Background: an optimization exercise with open tools, aiming at small area and a short achievable clock period. Do not read the settings as production practice.
RTL that was checked went through simulation tests only; none was proved equivalent to the original.
No activity file was given, so power comes from the tool's default toggle rates.

==> flow/design.v (excerpt) <==
module conv_top (
    input  wire        clk,
    input  wire        rst,
    input  wire        pixel_valid,
    input  wire [7:0]  pixel_in,
    input  wire [71:0] kernel_in,
    output wire signed [15:0] conv_out,
    output wire        conv_valid
);
    reg        pv_q;
    reg [7:0]  pin_q;
    reg [71:0] kq;
    always @(posedge clk) begin
        pv_q  <= pixel_valid;
        pin_q <= pixel_in;
        kq    <= kernel_in;
    end
    wire [71:0] window;
    wire        window_valid;
    line_buffer u_line_buffer (
        .clk(clk),
        .rst(rst),
        .pixel_valid(pv_q),
        .pixel_in(pin_q),
        .window_out(window),
        .window_valid(window_valid)
    );
    conv_core u_core (
        .clk(clk),
        .rst(rst),
        .window_valid(window_valid),
        .px(window),
        .wt(kq),
        .conv_out(conv_out),
        .conv_valid(conv_valid)
    );
endmodule
clock: 11.0 ns
lec_check: 0
abc_clock_period_in_ps: 3000
cap_margin: 20
core_margin: 2
core_utilization: 40
slew_margin: 20
synth_hierarchical: 1
run.sh (not shown) runs the stock make flow with config.mk's settings and CLKGATE_MAP_FILE= SYNTH_SCRIPT=/design/flow/synth_recipe.tcl, a recipe that flattens the netlist after the stock synthesis.
The first run finished clean.
Next try:
==> flow/flow/run.sh (new file) <==
#!/bin/bash
bash standard.sh BUFFER_PORTS_ARGS="-buffer_cell sky130_fd_sc_hd__buf_2" finish > standard.log 2>&1
==> flow/standard.sh (new file) <==
#!/bin/bash
# synth_recipe.tcl (not shown) runs the flow's synth.tcl, then flattens the netlist and writes it again
# the make line also repeats each setting of config.mk as NAME=value (left out here)
make -C /OpenROAD-flow-scripts/flow DESIGN_CONFIG=/design/flow/config.mk WORK_HOME=/design/flow/orfs CLKGATE_MAP_FILE= SYNTH_SCRIPT=/design/flow/synth_recipe.tcl "${@:-finish}"
removed: flow/run.sh
Register-to-register slack improves by 0.098 ns.
Cell area shrinks by 2.3%.
Setup slack is better by 0.098 ns.
Worst hold slack improves by 0.0075 ns.
Combinational power decreases by about 0.9%.
Die area does not change.
Global-route usage falls by 0.29 points.
Power shrinks by 1.4%.
Synthesized area does not change.
First-iteration DRC count goes down by 4.8%.
No functional check of the RTL was part of any run of this note.

========
== run a ==
conv_top, a different RTL version from the one above (not shown whole).
Size: about 1800 cells after synthesis, about 410 flip-flops, roughly 100 I/O pins.
Settings: LEC_CHECK=0, CAP_MARGIN=20, CORE_MARGIN=2, CORE_UTILIZATION=65, CTS_CLUSTER_DIAMETER=80, CTS_CLUSTER_SIZE=24, PLACE_DENSITY=0.72, SLEW_MARGIN=20, SYNTH_HIERARCHICAL=1; clock period 11.0 ns.
standard.sh (not shown) runs the stock make flow with config.mk's settings and CLKGATE_MAP_FILE= SYNTH_SCRIPT=/design/flow/synth_recipe.tcl, a recipe that flattens the netlist after the stock synthesis.
==> flow/flow/run.sh <==
#!/bin/bash
# The standard layout (standard.sh), with these changes:
#  - port buffers are plain buffers: buf_2 on the outputs, and buf_1 on the
#    inputs (swapped in after global placement by flow/small_inbuf.tcl);
#  - clock tree: sink clusters of up to 27 sinks within 90 um, no dummy loads;
#  - the timing repair steps aim for 7.82 ns of setup slack.
# Each tool's output goes to the ORFS logs; make's own output to standard.log.
bash standard.sh \
  BUFFER_PORTS_ARGS="-buffer_cell sky130_fd_sc_hd__buf_2" \
  POST_GLOBAL_PLACE_TCL="$PWD/flow/small_inbuf.tcl" \
  CTS_ARGS="-sink_clustering_enable -repair_clock_nets -sink_clustering_size 27 -sink_clustering_max_diameter 90 -dont_use_dummy_load" \
  SETUP_SLACK_MARGIN=7.82 \
  finish > standard.log 2>&1
==> flow/flow/small_inbuf.tcl <==
# Input port buffers only drive a register or two: use buf_1 for them.
set db [ord::get_db]
set block [ord::get_db_block]
set m [$db findMaster sky130_fd_sc_hd__buf_1]
set n 0
foreach bt [$block getBTerms] {
  if {[$bt getIoType] ne "INPUT" || [$bt getName] eq "clk"} { continue }
  set net [$bt getNet]
  foreach it [$net getITerms] {
    set inst [$it getInst]
    if {[[$inst getMaster] getName] eq "sky130_fd_sc_hd__buf_2"} {
      $inst swapMaster $m
      incr n
    }
  }
}
puts "small_inbuf: $n input buffers set to buf_1"
[inputs] run b vs run a
diff --git a/flow/flow/run.sh b/flow/flow/run.sh
--- a/flow/flow/run.sh
+++ b/flow/flow/run.sh
@@ -5,3 +5,3 @@
 #  - clock tree: sink clusters of up to 27 sinks within 90 um, no dummy loads;
-#  - the timing repair steps aim for 7.82 ns of setup slack.
+#  - the timing repair steps aim for 7.68 ns of setup slack.
 # Each tool's output goes to the ORFS logs; make's own output to standard.log.
@@ -11,3 +11,3 @@
   CTS_ARGS="-sink_clustering_enable -repair_clock_nets -sink_clustering_size 27 -sink_clustering_max_diameter 90 -dont_use_dummy_load" \
-  SETUP_SLACK_MARGIN=7.82 \
+  SETUP_SLACK_MARGIN=7.68 \
   finish > standard.log 2>&1
==> results.txt <==
- Logic depth of the worst register-to-register path ended up 1 lower on run b than on run a.
- [run b] post-synthesis to final-layout area growth fell 1.9 points relative to run a
- Post-route clock period utilization: run b > run a
- Area taken by flip-flops and latches delta (run a -> run b): insignificant
- Run a → run b: clock skew barely changed; power dropped about 0.7%.
- Run b -> run a: clock group total power flat
- Run b ends up with higher number of inserted filler cells in the final layout than run a does.
- On register-to-register slack, the higher figure sits with run a, not run b.

========
## P
Another version of the RTL of conv_top (not shown whole).
Size: about 1,900 cells after synthesis, about 400 flip-flops, ~100 I/O pins.
==> flow/config.mk <==
export PLATFORM = sky130hd
export DESIGN_NAME = conv_top
export DESIGN_NICKNAME = conv_top
export VERILOG_FILES = /design/flow/design.v
export SDC_FILE = /design/flow/constraint.sdc
export NUM_CORES = 4
export LEC_CHECK = 0
export CAP_MARGIN = 20
export CORE_MARGIN = 2
export CORE_UTILIZATION = 40
export SLEW_MARGIN = 20
export SYNTH_HIERARCHICAL = 1
==> flow/constraint.sdc <==
create_clock -name core_clock -period 11.0 [get_ports {clk}]
set_input_delay 2.2000 -clock core_clock [delete_from_list [all_inputs] [get_ports {clk}]]
set_output_delay 2.2000 -clock core_clock [all_outputs]
set_load 0.01 [all_outputs]
==> flow/flow/run.sh <==
#!/bin/bash
bash standard.sh BUFFER_PORTS_ARGS="-buffer_cell sky130_fd_sc_hd__buf_2" finish > standard.log 2>&1
--- input diff P..Q ---
Settings: PLACE_DENSITY newly set to 0.72; CTS_BUF_LIST newly set to sky130_fd_sc_hd__clkbuf_8; CTS_CLUSTER_SIZE newly set to 20; CTS_CLUSTER_DIAMETER newly set to 60; CORE_UTILIZATION changed from 40 to 65.
==> flow/flow/run.sh <==
#!/bin/bash
bash standard.sh BUFFER_PORTS_ARGS="-buffer_cell sky130_fd_sc_hd__buf_2" SETUP_SLACK_MARGIN=7.75 finish > standard.log 2>&1
The first-pass GRT wire length of Q falls short of that of P by about 9%.
Delta (Q minus P): register share of total power moved up, minimum hold slack rose 0.014 ns, wire length went down by 6000 um, multi-input logic cell count flat.
Compared with P, Q shows a lower area of placed instances.
Q gives more register share of the cell area than P did.
In the flow results for P and Q, the number of clock-tree buffers in the layout is smaller on Q.

[what the ideal ports hide]
How much do the figures lean on ideal ports? The routed layouts below were timed once more, with nothing changed but the port constraints.
Step 1 assumes that a clkbuf_16 drives the clock port and a buf_2 every other input.
Step 2 moves the port delays by t, midway between the first and last clock arrival at a register: inputs arrive t later, outputs are due t later. That takes back most of the time a late clock gives input paths.
Three values: ideal, step 1, step 2; two values: the first two.
run | t, ns | setup slack, ns | worst setup path after step 2 | slew at the worst register clock pin (ns) | worst data-port slew with drivers (ns)
the first run of note 1 | 0.612 | 6.672 / 6.672 / 6.672 | register to register | 0.07 / 0.07 | 0.04
the second run of note 1 | 0.615 | 6.770 / 6.770 / 6.770 | register to register | 0.07 / 0.07 | 0.05
run a | 0.593 | 7.807 / 7.749 / 7.865 | register to register | 0.11 / 0.11 | 0.05
run b | 0.594 | 7.762 / 7.741 / 7.762 | register to register | 0.11 / 0.11 | 0.05
P | 0.643 | 7.690 / 7.670 / 7.690 | register to register | 0.08 / 0.08 | 0.04
Q | 0.708 | 7.619 / 7.565 / 7.852 | register to register | 0.12 / 0.12 | 0.05
After both steps every run listed still meets setup and hold.
